Context: an optimization exercise on an open-source flow, tuned for small area and a short achievable clock period. The choices shown serve that exercise and are no tape-out recipe.
Function was checked by simulation only, so behaviour that the tests miss may differ from the original.

Design P_MUL, start of the top module:
module P_MUL(
    clk,
    rst_n,
    in_1,
    in_2,
    in_3,
    in_4,
    in_valid,
    out_valid,
    out
);
input clk, rst_n, in_valid;
input [46:0] in_1, in_2, in_3, in_4;
output logic out_valid;
output logic [95:0] out;
logic [47:0] sa;
logic [23:0] one;
logic [23:0] two;
logic [23:0] neg;
logic b47;
logic [452:0] r1;
logic [187:0] r2;
logic [47:0] sa_d;
logic [47:0] sb_d;
logic pa_p1;
logic pa_g2;
logic pa_p3;
logic pa_g4;
logic pa_p5;
logic pa_g6;
logic pa_p7;
logic pa_g8;
logic pa_p9;
logic pa_g10;
logic pa_p11;
logic pa_g12;
logic pa_p13;
logic pa_g14;
logic pa_p15;
logic pa_g16;
logic pa_p17;
logic pa_g18;
logic pa_p19;
logic pa_g20;
logic pa_p21;
logic pa_g22;
logic pa_p23;
logic pa_g24;
logic pa_p25;
logic pa_g26;
logic pa_p27;
logic pa_g28;
logic pa_p29;
logic pa_g30;
logic pa_p31;
logic pa_g32;
logic pa_p33;
logic pa_g34;
logic pa_p35;
logic pa_g36;
logic pa_p37;
logic pa_g38;
logic pa_p39;
logic pa_g40;
logic pa_p41;
logic pa_g42;
logic pa_p43;
logic pa_g44;
logic pa_p45;
logic pa_g46;
logic pa_p47;
logic pa_g48;
logic pa_p49;
logic pa_g50;
logic pa_p51;
logic pa_g52;
logic pa_p53;
logic pa_g54;
logic pa_p55;
logic pa_g56;
logic pa_p57;
logic pa_g58;
logic pa_p59;
logic pa_g60;
logic pa_p61;
logic pa_g62;
logic pa_p63;
logic pa_g64;
logic pa_p65;
logic pa_g66;
logic pa_p67;
logic pa_g68;
logic pa_p69;
logic pa_g70;
logic pa_p71;
logic pa_g72;
logic pa_p73;
logic pa_g74;
logic pa_p75;
logic pa_g76;
logic pa_p77;
logic pa_g78;
logic pa_p79;
logic pa_g80;
logic pa_p81;
logic pa_g82;
logic pa_p83;
logic pa_g84;
logic pa_p85;
logic pa_g86;
logic pa_p87;
logic pa_g88;
logic pa_p89;
logic pa_g90;
logic pa_p91;
logic pa_g92;
logic pa_p93;
logic pa_g94;
logic pa_p95;
logic pa_G96;
logic pa_G97;
logic pa_P98;
logic pa_G99;
logic pa_P100;
logic pa_G101;
logic pa_P102;
logic pa_G103;
logic pa_P104;
logic pa_G105;
logic pa_P106;
logic pa_G107;
logic pa_P108;
logic pa_G109;
logic pa_P110;
logic pa_G111;
logic pa_P112;
logic pa_G113;
logic pa_P114;
logic pa_G115;
logic pa_P116;
logic pa_G117;
logic pa_P118;
logic pa_G119;
logic pa_P120;
logic pa_G121;
logic pa_P122;
logic pa_G123;
logic pa_P124;
logic pa_G125;
logic pa_P126;
logic pa_G127;
logic pa_P128;
logic pa_G129;
logic pa_P130;
logic pa_G131;
logic pa_P132;
logic pa_G133;
logic pa_P134;
logic pa_G135;
logic pa_P136;
logic pa_G137;
logic pa_P138;
logic pa_G139;
  ...
For scale: about 6600 cells after synthesis, ~290 I/O pins.
==> flow/config.mk <==
export PLATFORM = sky130hd
export DESIGN_NAME = P_MUL
export DESIGN_NICKNAME = P_MUL
export VERILOG_FILES = /design/flow/design.v
export SDC_FILE = /design/flow/constraint.sdc
export NUM_CORES = 4
export LEC_CHECK = 0
export CAP_MARGIN = 20
export CORE_MARGIN = 2
export CORE_UTILIZATION = 30
export PLACE_DENSITY = 0.5
export SLEW_MARGIN = 20
export SYNTH_HIERARCHICAL = 1
==> flow/constraint.sdc <==
create_clock -name core_clock -period 9.0 [get_ports {clk}]
set_input_delay 1.8000 -clock core_clock [delete_from_list [all_inputs] [get_ports {clk}]]
set_output_delay 1.8000 -clock core_clock [all_outputs]
set_load 0.01 [all_outputs]
standard.sh (not shown) runs the stock make flow with config.mk's settings and CLKGATE_MAP_FILE= SYNTH_SCRIPT=/design/flow/synth_recipe.tcl, a recipe that flattens the netlist after the stock synthesis.
==> flow/flow/run.sh <==
#!/bin/bash
set -euo pipefail
export BUFFER_PORTS_ARGS="-buffer_cell sky130_fd_sc_hd__buf_2"
export SETUP_SLACK_MARGIN=5.8
bash standard.sh synth > synth.log 2>&1
R=orfs/results/${FLOW_PLATFORM}/P_MUL/base
LIB=${FLOW_HOME}/platforms/${FLOW_PLATFORM}/lib/sky130_fd_sc_hd__tt_025C_1v80.lib \
ODB_IN=$R/1_synth.odb ODB_OUT=$R/1_synth.odb \
  openroad -no_init -exit flow/downsize.tcl > downsize.log 2>&1
touch $R/1_synth.sdc
bash standard.sh finish > standard.log 2>&1
==> flow/flow/downsize.tcl <==
# Downsize the combinational cells that synthesis (ABC) upsized to their
# smallest (_1) variant; timing repair later upsizes only where needed.
read_liberty $::env(LIB)
read_db $::env(ODB_IN)
set n 0
foreach inst [[ord::get_db_block] getInsts] {
  set m [[$inst getMaster] getName]
  if {[regexp {^(sky130_fd_sc_hd__(a22oi|a21oi|o21ai|o22ai|a21o|o21a|xnor2|xor2|nand2|nor2|nand3|nor3|inv|and2|or2|a211oi|o211ai|a31oi|o31ai|nand2b|nor2b|mux2i|a2bb2oi|o2bb2ai|xnor3|xor3|ha|fa))_([0-9]+)$} $m -> base kind size]} {
    if {$size > 1} {
      set new [[ord::get_db] findMaster ${base}_1]
      if {$new != "NULL"} { $inst swapMaster $new; incr n }
    }
  }
}
puts "downsized $n instances"
write_db $::env(ODB_OUT)
Edit:
==> flow/flow/run.sh (replaced) <==
#!/bin/bash
# Own layout flow: the standard layout (standard.sh: the standard synthesis
# and ORFS steps, unchanged) with two settings passed through the environment:
#  - the port buffers inserted before global placement are buf_2 cells
#    (every input and output port still gets its own buffer);
set -euo pipefail
export BUFFER_PORTS_ARGS="-buffer_cell sky130_fd_sc_hd__buf_2"
export SETUP_SLACK_MARGIN=5.8
bash standard.sh finish > standard.log 2>&1
removed: flow/flow/downsize.tcl
Result:
- global-route usage went down by 1.7 points
- register-to-register slack is better by 0.08 ns
- cell count came out higher by 3.5%
- non-clock buffer count climbs by 32
- worst setup slack improves by 0.078 ns
- critical path depth stays the same
- via count drops by 6.5%
- clock-buffer cell count is lower by 6

* * *

## rev 12
Another version of the RTL of P_MUL (not shown whole).
Size in the first run: roughly 6600 cells after synthesis, about 860 flip-flops, about 0.077 mm² of cells after synthesis.
// P_MUL
module P_MUL(
    clk,
    rst_n,
    in_1,
    in_2,
    in_3,
    in_4,
    in_valid,
    out_valid,
    out
);
input clk, rst_n, in_valid;
input [46:0] in_1, in_2, in_3, in_4;
output logic out_valid;
output logic [95:0] out;
logic [47:0] sa;
logic [23:0] one;
logic [23:0] two;
logic [23:0] neg;
logic b47;
logic [452:0] r1;
logic [187:0] r2;
logic [47:0] sa_d;
logic [47:0] sb_d;
logic pa_p1;
logic pa_g2;
logic pa_p3;
logic pa_g4;
logic pa_p5;
logic pa_g6;
logic pa_p7;
logic pa_g8;
logic pa_p9;
logic pa_g10;
logic pa_p11;
logic pa_g12;
logic pa_p13;
logic pa_g14;
logic pa_p15;
logic pa_g16;
logic pa_p17;
logic pa_g18;
logic pa_p19;
logic pa_g20;
logic pa_p21;
logic pa_g22;
logic pa_p23;
logic pa_g24;
logic pa_p25;
logic pa_g26;
logic pa_p27;
logic pa_g28;
logic pa_p29;
logic pa_g30;
logic pa_p31;
logic pa_g32;
logic pa_p33;
logic pa_g34;
logic pa_p35;
logic pa_g36;
logic pa_p37;
logic pa_g38;
logic pa_p39;
logic pa_g40;
  ...
export LEC_CHECK = 0
export CAP_MARGIN = 20
export CORE_MARGIN = 2
export CORE_UTILIZATION = 30
export PLACE_DENSITY = 0.5
export SLEW_MARGIN = 20
export SYNTH_HIERARCHICAL = 1
create_clock -name core_clock -period 9.0 [get_ports {clk}]
==> flow/flow/run.sh <==
#!/bin/bash
# Own layout flow: the standard layout (standard.sh: the standard synthesis
# and ORFS steps, unchanged) with two settings passed through the environment:
#  - the port buffers inserted before global placement are buf_2 cells
#    (every input and output port still gets its own buffer);
set -euo pipefail
export BUFFER_PORTS_ARGS="-buffer_cell sky130_fd_sc_hd__buf_2"
export SETUP_SLACK_MARGIN=5.8
bash standard.sh finish > standard.log 2>&1
Having completed the whole flow, rev 12 delivered a layout that passed the timing, design-rule and antenna checks.
The inputs of rev 13 differ from those of rev 12 as listed below.
==> flow/flow/run.sh <==
#!/bin/bash
set -euo pipefail
export BUFFER_PORTS_ARGS="-buffer_cell sky130_fd_sc_hd__buf_2"
export SETUP_SLACK_MARGIN=5.8
bash standard.sh synth > synth.log 2>&1
R=orfs/results/${FLOW_PLATFORM}/P_MUL/base
LIB=${FLOW_HOME}/platforms/${FLOW_PLATFORM}/lib/sky130_fd_sc_hd__tt_025C_1v80.lib \
ODB_IN=$R/1_synth.odb ODB_OUT=$R/1_synth.odb \
  openroad -no_init -exit flow/downsize.tcl > downsize.log 2>&1
touch $R/1_synth.sdc
bash standard.sh finish > standard.log 2>&1
==> flow/flow/downsize.tcl (new file) <==
# Downsize the combinational cells that synthesis (ABC) upsized to their
# smallest (_1) variant; timing repair later upsizes only where needed.
read_liberty $::env(LIB)
read_db $::env(ODB_IN)
set n 0
foreach inst [[ord::get_db_block] getInsts] {
  set m [[$inst getMaster] getName]
  if {[regexp {^(sky130_fd_sc_hd__(a22oi|a21oi|o21ai|o22ai|a21o|o21a|xnor2|xor2|nand2|nor2|nand3|nor3|inv|and2|or2|a211oi|o211ai|a31oi|o31ai|nand2b|nor2b|mux2i|a2bb2oi|o2bb2ai|xnor3|xor3|ha|fa))_([0-9]+)$} $m -> base kind size]} {
    if {$size > 1} {
      set new [[ord::get_db] findMaster ${base}_1]
      if {$new != "NULL"} { $inst swapMaster $new; incr n }
    }
  }
}
puts "downsized $n instances"
write_db $::env(ODB_OUT)
==> summary.txt <==
Rev 13 vs rev 12 — via count rose 5.1%.
[compare] base=rev 12 new=rev 13: sequential share of cell area increased 1.2 points, required time of the critical path has remained practically unchanged, data arrival time of the critical path grew by 0.08 ns.
Across both runs, design area was lower for rev 13 than for rev 12.
Each of the runs, namely rev 13 and rev 12, reached the end of the flow and came out clean.
Number of non-clock buffers in the layout was lower in the run labelled rev 13.
Re synthesis-to-finish area growth: rev 13 is 0.40 points up on rev 12.
Taking rev 13 over rev 12, the area of the placeable core ratio works out to 0.939.
Measured against rev 13, the buffer count from post-CTS setup fixing of rev 12 comes out at 0.76 times the reference value.

==> port drivers added, routing unchanged <==
No port has a modelled driver above. Below, the same layouts with a new extraction and two added sets of constraints.
Step 1 sets driving cells, clkbuf_16 on the clock port and buf_2 on the other inputs (assumed; they add their load-dependent delay and slew).
Step 2 also shifts input and output timing later by t, the mid clock arrival at the registers, as if the neighbouring blocks saw the same clock.
Slacks: ideal / step 1 / step 2; pairs: ideal / step 1.
run | t, ns | slack for setup (ns) | worst register clock-pin slew, ns
the first run of note 1 | 0.859 | 5.697 / 5.697 / 5.020 | 0.08 / 0.08
the second run of note 1 | 0.851 | 5.775 / 5.775 / 5.035 | 0.07 / 0.07
rev 12 | 0.867 | 5.761 / 5.761 / 5.012 | 0.07 / 0.07
rev 13 | 0.873 | 5.704 / 5.704 / 5.022 | 0.08 / 0.08
After both steps setup and hold are still met in every run listed. For rev 12, which loses most, drivers alone change the setup slack by 0.000 ns; drivers and shift together by -0.749 ns.
